This is an optimization exercise on Yosys and OpenROAD, whose aim is small area and a short achievable clock period, not a production implementation. In this exercise RTL edits were held to simulation tests only and were not proved equivalent to the original. Power figures rest on the tool's default switching activity, not on a simulated workload.

## build 4
## pe_unit
module pe_unit (
  input               pe_weight_in_valid,
  input      [7:0]    pe_weight_in_payload,
  input               pe_ifmap_in_valid,
  input      [7:0]    pe_ifmap_in_payload,
  input               pe_bias_in_valid,
  input      [31:0]   pe_bias_in_payload,
  input               pe_shift_scale_valid,
  input      [7:0]    pe_shift_scale_payload,
  output              pe_ofmap_out_valid,
  output     [7:0]    pe_ofmap_out_payload,
  input               pe_ctrl_ps_back_en,
  input      [6:0]    pe_ctrl_ps_waddr,
  input      [6:0]    pe_ctrl_ps_raddr,
  input               pe_ctrl_ps_wr,
  input               pe_ctrl_ps_rd,
  input               pe_ctrl_ps_allow_rd,
  input               pe_ctrl_ps_pinA_bias_en,
  input               pe_ctrl_ps_pinB_bias_en,
  input               pe_ctrl_byp_mul_en,
  input               pe_ctrl_maxpool_en,
  input               pe_ctrl_bias_mul_en,
  input               pe_ctrl_ps_scale_en,
  output              pe_flags_ps_rd_ready,
  output              pe_flags_ps_wr_ready,
  input               clk,
  input               resetn
);
export LEC_CHECK = 0
export CAP_MARGIN = 20
export CORE_MARGIN = 2
export CORE_UTILIZATION = 70
export CTS_BUF_LIST = sky130_fd_sc_hd__clkbuf_16
export CTS_CLUSTER_DIAMETER = 100
export CTS_CLUSTER_SIZE = 30
export SLEW_MARGIN = 20
create_clock -name core_clock -period 11.0 [get_ports {clk}]
standard.sh (not shown) runs the stock make flow with config.mk's settings and CLKGATE_MAP_FILE= SYNTH_SCRIPT=/design/flow/synth_recipe.tcl, a recipe that flattens the netlist after the stock synthesis.
==> flow/flow/run.sh <==
#!/bin/bash
set -o pipefail
cp standard.sh standard.sh.txt 2>/dev/null
export SETUP_SLACK_MARGIN=6.4
bash standard.sh > standard.log 2>&1
status=$?
# keep ORFS's per-step logs next to the flow's own log
if [ -d orfs/logs ]; then cp -r orfs/logs flow_logs 2>/dev/null; fi
exit $status
Build 4 reached the end of the flow, and the finished layout is clean on the timing, design-rule and antenna checks.
The inputs of build 98 differ from those of build 4 as listed below.
- swapping 70 for 65 in CORE_UTILIZATION
- swapping sky130_fd_sc_hd__clkbuf_16 for sky130_fd_sc_hd__clkbuf_8 sky130_fd_sc_hd__clkbuf_16 in CTS_BUF_LIST
Findings:
Build 98 went all the way through synthesis, placement and routing and the layout is clean on timing, DRC and antenna.
Density: build 98 sparser than build 4
Build 98 has layout clock buffer count above what build 4 had.
Going from build 4 to build 98, growth of design area from synthesis to finish climbed 0.30 points; setup slack barely changed; hold slack climbed 6.2 ps; share of the synthesized netlist area taken by xor and xnor gates barely changed.
Status: clock skew parity (build 98, build 4)
Per the comparison of build 98 with build 4, sequential power share fell 0.3 points, register area about even, power rose about 0.5%.
Total die area: build 98 higher than build 4
For build 2, these inputs were changed with respect to build 98:
- CORE_UTILIZATION changed from 65 to 60
- CTS_BUF_LIST changed from sky130_fd_sc_hd__clkbuf_8 sky130_fd_sc_hd__clkbuf_16 to sky130_fd_sc_hd__clkbuf_16
## What came out
In the tables for build 2 and build 98, routed wire length reads higher with build 2.
Build 2: flow completed, timing, DRC and antenna clean
Build 2 vs. build 98: post-layout total power shows a reduction of 0.00021 W, half-perimeter wire length after detailed placement now sits higher, clock period minus final worst setup slack rose by 75 ps, hold slack stayed essentially flat.
Detailed route, build 2 vs build 98: via total lower for build 2
Row post-layout instance count excluding filler cells: build 2 higher / build 98 lower
The synthesis-to-finish area growth of build 2 exceeds that of build 98 by 0.38 points.
Against build 98, build 2 reports a vertical die dimension that is higher.
As far as share of flip-flops with an asynchronous set or reset after synthesis goes, build 2 and build 98 are indistinguishable; the numbers are identical.
Any difference in count of multi-input combinational gates between build 98 and build 2 is small enough to ignore.
The inputs of build 83 differ from those of build 2 as listed below.
- CORE_UTILIZATION now 65, was 60
==> flow/flow/run.sh <==
#!/bin/bash
set -o pipefail
cp standard.sh standard.sh.txt 2>/dev/null
export SETUP_SLACK_MARGIN=6.2
bash standard.sh > standard.log 2>&1
status=$?
# keep ORFS's per-step logs next to the flow's own log
if [ -d orfs/logs ]; then cp -r orfs/logs flow_logs 2>/dev/null; fi
exit $status
[summary]
The number of rows created at floorplan in build 83 sits 8 below the value recorded for build 2. Non-clock buffer contribution to total cell area for build 83 is lower than for build 2. In build 83, the non-clock buffer count came out 21% below the value in build 2. Between build 2 and build 83, total global routing track utilization is lower for build 2, build 83 comes in above that. Looking at max-slew headroom at the worst pin across both flows, build 83 is the stronger of the two, with build 2 trailing. Lower internal power summed over all cells among build 2 and build 83: build 83. The total non-filler cell area in the finished layout of build 83 is lower than that of build 2. NOTE: initial antenna violation count in build 83 falls short of that of build 2.
## Diff of input files: build 12 against build 83
==> flow/flow/run.sh <==
#!/bin/bash
set -o pipefail
cp standard.sh standard.sh.txt 2>/dev/null
export SETUP_SLACK_MARGIN=6.6
bash standard.sh > standard.log 2>&1
status=$?
# keep ORFS's per-step logs next to the flow's own log
if [ -d orfs/logs ]; then cp -r orfs/logs flow_logs 2>/dev/null; fi
exit $status
Between build 83 and build 12, routed wire length on met3 is higher for build 12, build 83 comes in under that. Sort build 83 and build 12 by first-iteration DRC count, ascending, and build 83 comes first. Relative to build 83, part of the power in the clock network decreased by 0.6 points in build 12. Minimum setup slack after placement on build 12 is behind build 83. As far as instance count after placement with tap cells included is concerned, build 12 and build 83 perform about the same. | combinational group share of total power | higher: build 12 |.

[port drivers added, routing unchanged]
How much do the figures lean on ideal ports? The routed layouts below were timed once more, with nothing changed but the port constraints. Step 1, drivers: a clkbuf_16 drives clk and a buf_2 each remaining input, both assumed. Step 2 also shifts input and output timing later by t, the mid clock arrival at the registers, as if the neighbouring blocks saw the same clock. Slacks: ideal ports / drivers / drivers and shift; pairs: ideal ports / drivers.
| run | t (ns) | setup slack, ns | worst hold slack (ns) | worst setup path at the end | worst register clock-pin slew, ns |
|---|---|---|---|---|---|
| build 4 | 0.960 | 6.181 / 6.039 / 5.236 | 0.540 / 0.540 / 0.540 | input to register | 0.12 / 0.12 |
| build 98 | 0.961 | 6.181 / 6.036 / 5.199 | 0.546 / 0.546 / 0.546 | input to register | 0.12 / 0.12 |
| build 2 | 1.005 | 6.106 / 6.037 / 5.154 | 0.543 / 0.543 / 0.543 | input to register | 0.12 / 0.12 |
| build 83 | 0.980 | 6.124 / 5.766 / 4.786 | 0.533 / 0.533 / 0.533 | input to register | 0.12 / 0.12 |
| build 12 | 0.970 | 6.182 / 6.030 / 5.095 | 0.561 / 0.561 / 0.561 | input to register | 0.12 / 0.12 |
After both steps setup and hold are still met in every run listed. The setup slack of build 83, which loses most, moves by -0.358 ns with the drivers and by -1.338 ns with both steps.
